Context: an optimization exercise on an open-source flow, tuned for small area, a short achievable clock period and few clock cycles. The choices shown serve that exercise and are no tape-out recipe. Where RTL was checked, it was by simulation tests only, not by an equivalence proof against the original. Power and IR drop assume default switching activity.

==> job 1778: inputs <==
==> flow/design.v (excerpt) <==
module FFT(
input clk,
input rst_n,
input in_valid,
input signed [11:0] din_r,
input signed [11:0] din_i,
output out_valid,
output signed [15:0] dout_r,
output signed [15:0] dout_i
);
integer k;
function [21:0] tc1;
    input [3:0] n;
    case (n)
        4'd0: tc1 = 22'b0000000000_000000_000010;   
        4'd1: tc1 = 22'b1100010101_000010_000010;   
        4'd2: tc1 = 22'b1111001111_000011_000011;   
        4'd3: tc1 = 22'b1010101100_000001_000011;   
        4'd4: tc1 = 22'b1011100000_000010_000100;   
        4'd5: tc1 = 22'b1010101100_000001_000011;   
        4'd6: tc1 = 22'b1111001111_000011_000011;   
        4'd7: tc1 = 22'b1100010101_000010_000010;   
        4'd8: tc1 = 22'b0000000000_000000_000010;   
        4'd9: tc1 = 22'b1100010101_000010_000010;   
        4'd10: tc1 = 22'b1111001111_000011_000011;   
        4'd11: tc1 = 22'b1010101100_000001_000011;   
        4'd12: tc1 = 22'b1011100000_000010_000100;   
        4'd13: tc1 = 22'b1010101100_000001_000011;   
        4'd14: tc1 = 22'b1111001111_000011_000011;   
        4'd15: tc1 = 22'b1100010101_000010_000010;   
        default: tc1 = 22'd0;
    endcase
endfunction
function [0:0] ts1;
    input [3:0] n;
    case (n)
        4'd0: ts1 = 1'b0;
        4'd1: ts1 = 1'b0;
        4'd2: ts1 = 1'b0;
        4'd3: ts1 = 1'b0;
        4'd4: ts1 = 1'b0;
        4'd5: ts1 = 1'b1;
        4'd6: ts1 = 1'b1;
        4'd7: ts1 = 1'b1;
        4'd8: ts1 = 1'b0;
        4'd9: ts1 = 1'b0;
        4'd10: ts1 = 1'b0;
        4'd11: ts1 = 1'b0;
        4'd12: ts1 = 1'b0;
        4'd13: ts1 = 1'b1;
        4'd14: ts1 = 1'b1;
        4'd15: ts1 = 1'b1;
        default: ts1 = 1'd0;
    endcase
endfunction
function [0:0] te1;
    input [3:0] n;
    case (n)
        4'd0: te1 = 1'b0;
        4'd1: te1 = 1'b0;
        4'd2: te1 = 1'b0;
        4'd3: te1 = 1'b0;
        4'd4: te1 = 1'b1;
        4'd5: te1 = 1'b0;
        4'd6: te1 = 1'b0;
        4'd7: te1 = 1'b0;
        4'd8: te1 = 1'b0;
        4'd9: te1 = 1'b0;
        4'd10: te1 = 1'b0;
        4'd11: te1 = 1'b0;
        4'd12: te1 = 1'b1;
  ...
==> flow/config.mk <==
export PLATFORM = sky130hd
export DESIGN_NAME = FFT
export DESIGN_NICKNAME = FFT
export VERILOG_FILES = /design/flow/design.v
export SDC_FILE = /design/flow/constraint.sdc
export NUM_CORES = 4
export LEC_CHECK = 0
export CAP_MARGIN = 20
export CORE_MARGIN = 2
export CORE_UTILIZATION = 40
export SLEW_MARGIN = 20
==> flow/constraint.sdc <==
create_clock -name core_clock -period 12.0 [get_ports {clk}]
set_input_delay 2.4000 -clock core_clock [delete_from_list [all_inputs] [get_ports {clk}]]
set_output_delay 2.4000 -clock core_clock [all_outputs]
set_load 0.01 [all_outputs]
standard.sh (not shown) runs the stock make flow with config.mk's settings and CLKGATE_MAP_FILE= SYNTH_SCRIPT=/design/flow/synth_recipe.tcl, a recipe that flattens the netlist after the stock synthesis.
==> flow/flow/run.sh <==
#!/bin/bash
# Layout flow: the standard flow (standard.sh, unchanged synthesis),
# with repair_timing aiming for 8.6 ns of setup slack and the port buffers
# made from buf_4 cells. Full tool output goes to standard.log.
set -e
bash standard.sh SETUP_SLACK_MARGIN=8.6 TNS_END_PERCENT=100 \
    'BUFFER_PORTS_ARGS=-buffer_cell sky130_fd_sc_hd__buf_4' finish > standard.log 2>&1
==> inputs of job 2996, as changes to job 1778 <==
--- a/flow/design.v
+++ b/flow/design.v
@@ -284,15 +284,15 @@
         i2 = c - 7'd18; n2 = c - 7'd16;
         i3 = c - 7'd27; n3 = c - 7'd25;
         i4 = c - 7'd32;
         i5 = c - 7'd35;
         ja = c - 7'd36;
         jb = c - 7'd51;
-        ctlf = {i1[4], n1[3:0], te1(n1[3:0]), wr1(i1[3:0]),         
-                i2[3], n2[2:0], te2(n2[2:0]), wr2(i2[2:0]),         
-                i3[2], n3[1:0], te3(n3[1:0]), wr3(i3[1:0]),         
+        ctlf = {i1[4], n1[3:0], te1(n1[3:0]) & ~n1[4], wr1(i1[3:0]),         
+                i2[3], n2[2:0], te2(n2[2:0]) & ~n2[3], wr2(i2[2:0]),         
+                i3[2], n3[1:0], te3(n3[1:0]) & ~n3[2], wr3(i3[1:0]),         
                 i4[1], i4[0], 1'b0,                                 
                 i5[0], ja[4] & ~ja[0], jb[3] & ~jb[1],              
                 5'd0};
     end
 endfunction
 reg [CW-1:0] ctl;
@@ -327,35 +327,37 @@
 wire       selb = ctl[5];
 reg signed [11:0] xr, xi;
 always @(posedge clk) begin
     xr <= din_r;
     xi <= din_i;
 end
-reg signed [12:0] d1r [0:15];
-reg signed [12:0] d1i [0:15];
-wire signed [12:0] t1r = d1r[15], t1i = d1i[15];
+reg signed [12:0] d1r [0:13];
+reg signed [12:0] d1i [0:13];
+reg signed [13:0] d1r14, d1i14, d1r15, d1i15;
+wire signed [12:0] t1r = d1r15[12:0], t1i = d1i15[12:0];
 wire signed [12:0] f1r, f1i;
 bfd #(.W(13)) bf1 (.tr(t1r), .ti(t1i), .vr({xr[11], xr}), .vi({xi[11], xi}), .w(w1), .fr(f1r), .fi(f1i));
 always @(posedge clk) begin
     d1r[0] <= ph1 ? f1r : {xr[11], xr};
     d1i[0] <= ph1 ? f1i : {xi[11], xi};
-    for (k = 1; k < 16; k = k + 1) begin
+    for (k = 1; k < 14; k = k + 1) begin
         d1r[k] <= d1r[k-1];
         d1i[k] <= d1i[k-1];
     end
+    d1r14 <= r1r; d1i14 <= r1i;
+    d1r15 <= d1r14; d1i15 <= d1i14;
 end
 wire [13:0] r1r, r1i;
 tpa #(.W(14)) ta1 (.vr(d1r[13]), .vi(d1i[13]), .e(e1), .r1(r1r), .r2(r1i));
-reg signed [13:0] a1r, a1i;
 reg [21:0] a1c;
 reg a1s;
 always @(posedge clk) begin
-    a1r <= r1r; a1i <= r1i; a1c <= tc1(m1); a1s <= ts1(m1);
+    a1c <= tc1(m1); a1s <= ts1(m1);
 end
 wire [19:0] b1sr, b1cr, b1si, b1ci;
-twb #(.RW(14), .PW(20)) tw1 (.r1(a1r), .r2(a1i),
+twb #(.RW(14), .PW(20)) tw1 (.r1(d1r14), .r2(d1i14),
     .ben(a1c[21]), .bneg(a1c[20]), .cen(a1c[19]), .cneg(a1c[18]), .den(a1c[17]),
     .e16(a1c[16]), .e32(a1c[15]), .fen(a1c[14]), .f8(a1c[13]), .fneg(a1c[12]),
     .kr(a1c[11:6]), .ki(a1c[5:0]), .sr(b1sr), .cr(b1cr), .si(b1si), .ci(b1ci));
 reg [19:0] q1sr, q1cr, q1si, q1ci;
 reg q1s;
 always @(posedge clk) begin
@@ -368,35 +370,37 @@
 wire sw1 = q1s & ~ph1;
 reg signed [19:0] o1r, o1i;
 always @(posedge clk) begin
     o1r <= sw1 ? h1i : h1r;
     o1i <= sw1 ? h1r : h1i;
 end
-reg signed [20:0] d2r [0:7];
-reg signed [20:0] d2i [0:7];
-wire signed [20:0] t2r = d2r[7], t2i = d2i[7];
+reg signed [20:0] d2r [0:5];
+reg signed [20:0] d2i [0:5];
+reg signed [21:0] d2r6, d2i6, d2r7, d2i7;
+wire signed [20:0] t2r = d2r7[20:0], t2i = d2i7[20:0];
 wire signed [20:0] f2r, f2i;
 bfd #(.W(21)) bf2 (.tr(t2r), .ti(t2i), .vr({o1r[19], o1r}), .vi({o1i[19], o1i}), .w(w2), .fr(f2r), .fi(f2i));
 always @(posedge clk) begin
     d2r[0] <= ph2 ? f2r : o1r;
     d2i[0] <= ph2 ? f2i : o1i;
-    for (k = 1; k < 8; k = k + 1) begin
+    for (k = 1; k < 6; k = k + 1) begin
         d2r[k] <= d2r[k-1];
         d2i[k] <= d2i[k-1];
     end
+    d2r6 <= r2r; d2i6 <= r2i;
+    d2r7 <= d2r6; d2i7 <= d2i6;
 end
 wire [21:0] r2r, r2i;
 tpa #(.W(22)) ta2 (.vr(d2r[5]), .vi(d2i[5]), .e(e2), .r1(r2r), .r2(r2i));
-reg signed [21:0] a2r, a2i;
 reg [21:0] a2c;
 reg a2s;
 always @(posedge clk) begin
-    a2r <= r2r; a2i <= r2i; a2c <= tc2(m2); a2s <= ts2(m2);
+    a2c <= tc2(m2); a2s <= ts2(m2);
 end
 wire [26:0] b2sr, b2cr, b2si, b2ci;
-twb #(.RW(22), .PW(27)) tw2 (.r1(a2r), .r2(a2i),
+twb #(.RW(22), .PW(27)) tw2 (.r1(d2r6), .r2(d2i6),
     .ben(a2c[21]), .bneg(a2c[20]), .cen(a2c[19]), .cneg(a2c[18]), .den(a2c[17]),
     .e16(a2c[16]), .e32(a2c[15]), .fen(a2c[14]), .f8(a2c[13]), .fneg(a2c[12]),
     .kr(a2c[11:6]), .ki(a2c[5:0]), .sr(b2sr), .cr(b2cr), .si(b2si), .ci(b2ci));
 reg [26:0] q2sr, q2cr, q2si, q2ci;
 reg q2s;
 always @(posedge clk) begin
@@ -409,35 +413,33 @@
 wire sw2 = q2s & ~ph2;
 reg signed [20:0] o2r, o2i;
 always @(posedge clk) begin
     o2r <= sw2 ? h2i[26:6] : h2r[26:6];
     o2i <= sw2 ? h2r[26:6] : h2i[26:6];
 end
-reg signed [21:0] d3r [0:3];
-reg signed [21:0] d3i [0:3];
-wire signed [21:0] t3r = d3r[3], t3i = d3i[3];
+reg signed [21:0] d3r [0:1];
+reg signed [21:0] d3i [0:1];
+reg signed [22:0] d3r2, d3i2, d3r3, d3i3;
+wire signed [21:0] t3r = d3r3[21:0], t3i = d3i3[21:0];
 wire signed [21:0] f3r, f3i;
 bfd #(.W(22)) bf3 (.tr(t3r), .ti(t3i), .vr({o2r[20], o2r}), .vi({o2i[20], o2i}), .w(w3), .fr(f3r), .fi(f3i));
 always @(posedge clk) begin
     d3r[0] <= ph3 ? f3r : o2r;
     d3i[0] <= ph3 ? f3i : o2i;
-    for (k = 1; k < 4; k = k + 1) begin
-        d3r[k] <= d3r[k-1];
-        d3i[k] <= d3i[k-1];
-    end
+    d3r[1] <= d3r[0];
+    d3i[1] <= d3i[0];
+    d3r2 <= r3r; d3i2 <= r3i;
+    d3r3 <= d3r2; d3i3 <= d3i2;
 end
 wire [22:0] r3r, r3i;
 tpa #(.W(23)) ta3 (.vr(d3r[1]), .vi(d3i[1]), .e(e3), .r1(r3r), .r2(r3i));
-reg signed [22:0] a3r, a3i;
 reg a3k;
-always @(posedge clk) begin
-    a3r <= r3r; a3i <= r3i; a3k <= te3(m3);
-end
+always @(posedge clk) a3k <= te3(m3);
 wire [27:0] b3sr, b3cr, b3si, b3ci;
-t45 tm3r (.x(a3r), .e(a3k), .s(b3sr), .c(b3cr));
-t45 tm3i (.x(a3i), .e(a3k), .s(b3si), .c(b3ci));
+t45 tm3r (.x(d3r2), .e(a3k), .s(b3sr), .c(b3cr));
+t45 tm3i (.x(d3i2), .e(a3k), .s(b3si), .c(b3ci));
 reg [27:0] q3sr, q3cr, q3si, q3ci;
 always @(posedge clk) begin
     q3sr <= b3sr; q3cr <= b3cr; q3si <= b3si; q3ci <= b3ci;
 end
 wire [27:0] g3ar = ph3 ? {t3r, 6'd0} : q3sr, g3br = ph3 ? {o2r[20], o2r, 6'd0} : q3cr;
 wire [27:0] g3ai = ph3 ? {t3i, 6'd0} : q3si, g3bi = ph3 ? {o2i[20], o2i, 6'd0} : q3ci;
==> flow/flow/run.sh (replaced) <==
#!/bin/bash
# Layout flow: the standard flow (standard.sh, unchanged synthesis),
# with repair_timing aiming for 8.35 ns of setup slack and the port buffers
# made from buf_4 cells. Full tool output goes to standard.log.
set -e
bash standard.sh CORE_UTILIZATION=60 PLACE_DENSITY=0.7 SETUP_SLACK_MARGIN=8.35 TNS_END_PERCENT=100  \
    'BUFFER_PORTS_ARGS=-buffer_cell sky130_fd_sc_hd__buf_4' finish > standard.log 2>&1
==> flow/config.mk (replaced) <==
export PLATFORM = sky130hd
export DESIGN_NAME = FFT
export DESIGN_NICKNAME = FFT
export VERILOG_FILES = /design/flow/design.v
export SDC_FILE = /design/flow/constraint.sdc
export NUM_CORES = 4
export LEC_CHECK = 0
export CAP_MARGIN = 20
export CORE_MARGIN = 2
export CORE_UTILIZATION = 60
export PLACE_DENSITY = 0.7
export SLEW_MARGIN = 20
==> inputs of job 3976, as changes to job 1778 <==
--- a/flow/design.v
+++ b/flow/design.v
@@ -51,19 +51,18 @@
 endmodule
 module bfd #(parameter W = 13) (
     input  [W-1:0] tr, ti, vr, vi,
     input  [1:0] w,
     output [W-1:0] fr, fi
 );
-wire nx = w[1] | w[0], ny = w[1] & w[0], px = ~nx, py = ~ny;
-wire [W:0] zx = {tr, 1'b1} + {~vr, px};
-wire [W:0] zy = {ti, 1'b1} + {~vi, py};
-wire [W-1:0] x = zx[W:1] ^ {W{nx}};
-wire [W-1:0] y = zy[W:1] ^ {W{ny}};
-assign fr = w[1] ? y : x;
-assign fi = w[1] ? x : y;
+wire [W-1:0] ar = w[1] ? ti : tr, br = w[1] ? vi : vr;
+wire [W-1:0] ai = w[1] ? tr : ti, bi = w[1] ? vr : vi;
+wire [W:0] ur = {ar ^ {W{w[0]}}, 1'b1} + {br ^ {W{~w[0]}}, 1'b1};
+wire [W:0] ui = {ai ^ {W{w[1]}}, 1'b1} + {bi ^ {W{~w[1]}}, 1'b1};
+assign fr = ur[W:1];
+assign fi = ui[W:1];
 endmodule
 module t45 (
     input  signed [22:0] x,
     input  e,
     output [27:0] s, c
 );
@@ -330,12 +329,13 @@
     xr <= din_r;
     xi <= din_i;
 end
 reg signed [12:0] d1r [0:15];
 reg signed [12:0] d1i [0:15];
 wire signed [12:0] t1r = d1r[15], t1i = d1i[15];
+wire signed [12:0] s1r = t1r + xr, s1i = t1i + xi;
 wire signed [12:0] f1r, f1i;
 bfd #(.W(13)) bf1 (.tr(t1r), .ti(t1i), .vr({xr[11], xr}), .vi({xi[11], xi}), .w(w1), .fr(f1r), .fi(f1i));
 always @(posedge clk) begin
     d1r[0] <= ph1 ? f1r : {xr[11], xr};
     d1i[0] <= ph1 ? f1i : {xi[11], xi};
     for (k = 1; k < 16; k = k + 1) begin
@@ -359,24 +359,24 @@
 reg [19:0] q1sr, q1cr, q1si, q1ci;
 reg q1s;
 always @(posedge clk) begin
     q1sr <= b1sr; q1cr <= b1cr; q1si <= b1si; q1ci <= b1ci;
     q1s <= a1s;
 end
-wire [19:0] g1ar = ph1 ? {t1r[12], t1r, 6'd0} : q1sr, g1br = ph1 ? {xr[11], xr[11], xr, 6'd0} : q1cr;
-wire [19:0] g1ai = ph1 ? {t1i[12], t1i, 6'd0} : q1si, g1bi = ph1 ? {xi[11], xi[11], xi, 6'd0} : q1ci;
-wire [19:0] h1r = g1ar + g1br, h1i = g1ai + g1bi;
-wire sw1 = q1s & ~ph1;
+wire [19:0] h1r = q1sr + q1cr, h1i = q1si + q1ci;
+wire signed [19:0] p1r = q1s ? h1i : h1r;
+wire signed [19:0] p1i = q1s ? h1r : h1i;
 reg signed [19:0] o1r, o1i;
 always @(posedge clk) begin
-    o1r <= sw1 ? h1i : h1r;
-    o1i <= sw1 ? h1r : h1i;
+    o1r <= ph1 ? {s1r[12], s1r, 6'd0} : p1r;
+    o1i <= ph1 ? {s1i[12], s1i, 6'd0} : p1i;
 end
 reg signed [20:0] d2r [0:7];
 reg signed [20:0] d2i [0:7];
 wire signed [20:0] t2r = d2r[7], t2i = d2i[7];
+wire signed [20:0] s2r = t2r + o1r, s2i = t2i + o1i;
 wire signed [20:0] f2r, f2i;
 bfd #(.W(21)) bf2 (.tr(t2r), .ti(t2i), .vr({o1r[19], o1r}), .vi({o1i[19], o1i}), .w(w2), .fr(f2r), .fi(f2i));
 always @(posedge clk) begin
     d2r[0] <= ph2 ? f2r : o1r;
     d2i[0] <= ph2 ? f2i : o1i;
     for (k = 1; k < 8; k = k + 1) begin
@@ -400,24 +400,24 @@
 reg [26:0] q2sr, q2cr, q2si, q2ci;
 reg q2s;
 always @(posedge clk) begin
     q2sr <= b2sr; q2cr <= b2cr; q2si <= b2si; q2ci <= b2ci;
     q2s <= a2s;
 end
-wire [26:0] g2ar = ph2 ? {t2r, 6'd0} : q2sr, g2br = ph2 ? {o1r[19], o1r, 6'd0} : q2cr;
-wire [26:0] g2ai = ph2 ? {t2i, 6'd0} : q2si, g2bi = ph2 ? {o1i[19], o1i, 6'd0} : q2ci;
-wire [26:0] h2r = g2ar + g2br, h2i = g2ai + g2bi;
-wire sw2 = q2s & ~ph2;
+wire [26:0] h2r = q2sr + q2cr, h2i = q2si + q2ci;
+wire signed [20:0] p2r = q2s ? h2i[26:6] : h2r[26:6];
+wire signed [20:0] p2i = q2s ? h2r[26:6] : h2i[26:6];
 reg signed [20:0] o2r, o2i;
 always @(posedge clk) begin
-    o2r <= sw2 ? h2i[26:6] : h2r[26:6];
-    o2i <= sw2 ? h2r[26:6] : h2i[26:6];
+    o2r <= ph2 ? s2r : p2r;
+    o2i <= ph2 ? s2i : p2i;
 end
 reg signed [21:0] d3r [0:3];
 reg signed [21:0] d3i [0:3];
 wire signed [21:0] t3r = d3r[3], t3i = d3i[3];
+wire signed [21:0] s3r = t3r + o2r, s3i = t3i + o2i;
 wire signed [21:0] f3r, f3i;
 bfd #(.W(22)) bf3 (.tr(t3r), .ti(t3i), .vr({o2r[20], o2r}), .vi({o2i[20], o2i}), .w(w3), .fr(f3r), .fi(f3i));
 always @(posedge clk) begin
     d3r[0] <= ph3 ? f3r : o2r;
     d3i[0] <= ph3 ? f3i : o2i;
     for (k = 1; k < 4; k = k + 1) begin
@@ -436,19 +436,17 @@
 t45 tm3r (.x(a3r), .e(a3k), .s(b3sr), .c(b3cr));
 t45 tm3i (.x(a3i), .e(a3k), .s(b3si), .c(b3ci));
 reg [27:0] q3sr, q3cr, q3si, q3ci;
 always @(posedge clk) begin
     q3sr <= b3sr; q3cr <= b3cr; q3si <= b3si; q3ci <= b3ci;
 end
-wire [27:0] g3ar = ph3 ? {t3r, 6'd0} : q3sr, g3br = ph3 ? {o2r[20], o2r, 6'd0} : q3cr;
-wire [27:0] g3ai = ph3 ? {t3i, 6'd0} : q3si, g3bi = ph3 ? {o2i[20], o2i, 6'd0} : q3ci;
-wire [27:0] h3r = g3ar + g3br, h3i = g3ai + g3bi;
+wire [27:0] h3r = q3sr + q3cr, h3i = q3si + q3ci;
 reg signed [21:0] o3r, o3i;
 always @(posedge clk) begin
-    o3r <= h3r[27:6];
-    o3i <= h3i[27:6];
+    o3r <= ph3 ? s3r : h3r[27:6];
+    o3i <= ph3 ? s3i : h3i[27:6];
 end
 reg signed [21:0] d4r [0:1];
 reg signed [21:0] d4i [0:1];
 wire signed [21:0] t4r = d4r[1], t4i = d4i[1];
 wire signed [21:0] s4r = t4r + o3r, s4i = t4i + o3i;
 wire signed [21:0] f4r, f4i;
==> flow/run.sh (new file) <==
#!/bin/bash
# synth_recipe.tcl (not shown) runs the flow's synth.tcl, then flattens the netlist and writes it again
# the make line also repeats each setting of config.mk as NAME=value (left out here)
make -C /OpenROAD-flow-scripts/flow DESIGN_CONFIG=/design/flow/config.mk WORK_HOME=/design/flow/orfs CLKGATE_MAP_FILE= SYNTH_SCRIPT=/design/flow/synth_recipe.tcl finish
removed: flow/flow/run.sh
removed: flow/standard.sh
==> comparison <==
Job 3976 passed the timing, DRC and antenna checks. Job 2996 completed with no timing, DRC or antenna violations. Job 1778 passed the timing, DRC and antenna checks. Against job 1778, the sequential power of job 2996 is smaller by about 7%. Between job 2996 and job 3976, the lower sequential share of layout area is in job 3976 (gap 0.80 points). Clock power: job 2996 is lower than job 1778 (about 8%). The lowest power belongs to job 2996, the highest to job 1778. The lowest via count belongs to job 2996, the highest to job 3976. Between job 2996 and job 3976, the lower synthesized cell count is in job 2996 (gap about 7.5%, measured against job 3976). Of job 3976 and job 1778, job 3976 has the higher clock skew (gap 0.029 ns). Against job 1778, the design area of job 3976 is smaller by 1.2%.
==> figures <==
Shortest period the worst path allows: job 1778 3.81 ns; job 2996 3.82 ns; job 3976 5.00 ns
Sequential cell power: job 1778 13.0 mW; job 2996 12.1 mW; job 3976 12.6 mW
DIE WIDTH: job 1778 495 um; job 2996 398 um; job 3976 505 um
Crit path DAT: job 1778 1.41 ns; job 2996 1.42 ns; job 3976 5.72 ns
Via count of the first global-routing pass: job 1778 63833; job 2996 60340; job 3976 65053
Asr flop ratio synth: job 1778 0.998%; job 2996 1.13%; job 3976 0.998%
Outcome: job 1778 no timing/DRC/antenna violations; job 2996 no timing/DRC/antenna violations; job 3976 no timing/DRC/antenna violations
Synthesized-area fraction occupied by ao, oa, aoi and oai cells: job 1778 9.63%; job 2996 9.27%; job 3976 10.8%
Maximum number of pins on one net before global-route repair: job 1778 83; job 2996 99; job 3976 97
Flops & latches, synth: job 1778 2405; job 2996 2295; job 3976 2405
Worst r2r src: job 1778 ctl[23]; job 2996 ctl[23]; job 3976 ctl[18]
Antenna violations before repair: job 1778 9; job 2996 16; job 3976 5
Met2 usage in global routing: job 1778 33.0%; job 2996 45.0%; job 3976 29.3%
Met3 Routed Length: job 1778 9.30 mm; job 2996 12.5 mm; job 3976 9.88 mm
HPWL Detailed: job 1778 168 mm; job 2996 153 mm; job 3976 173 mm
Power attributed to combinational cells: job 1778 11.9 mW; job 2996 9.06 mW; job 3976 11.3 mW
Number of cell instances on the worst register-to-register path: job 1778 17; job 2996 16; job 3976 13
Testbench counts of job 2996, summed over its fixed seeds: cycles 22,784.
Testbench counts of job 3976, summed over its fixed seeds: cycles 22,784.
No functional check of the RTL was part of job 1778.

-- re-timing with driven ports --
No port has a modelled driver above. Below, the same layouts with a new extraction and two added sets of constraints. Step 1 sets driving cells, clkbuf_16 on the clock port and buf_2 on the other inputs (assumed; they add their load-dependent delay and slew). Step 2 adds t to the input delays and takes it off the output delays; t is the mean of the earliest and latest rising clock arrival at the registers after step 1. Input paths then give back, and output paths get back, about the clock's delay inside the block. Slacks: ideal / step 1 / step 2; pairs: ideal / step 1.
run	t, ns	setup WS [ns]	worst data-port slew with drivers (ns)	pins driven straight from the clock port
job 1778	0.951	8.189 / 8.102 / 7.976	0.04	1
job 2996	0.930	8.183 / 8.092 / 8.105	0.07	1
job 3976	0.932	7.000 / 7.000 / 7.000	0.08	1
After both steps every run listed still meets setup and hold. The setup slack of job 1778, which loses most, moves by -0.087 ns with the drivers and by -0.213 ns with both steps.
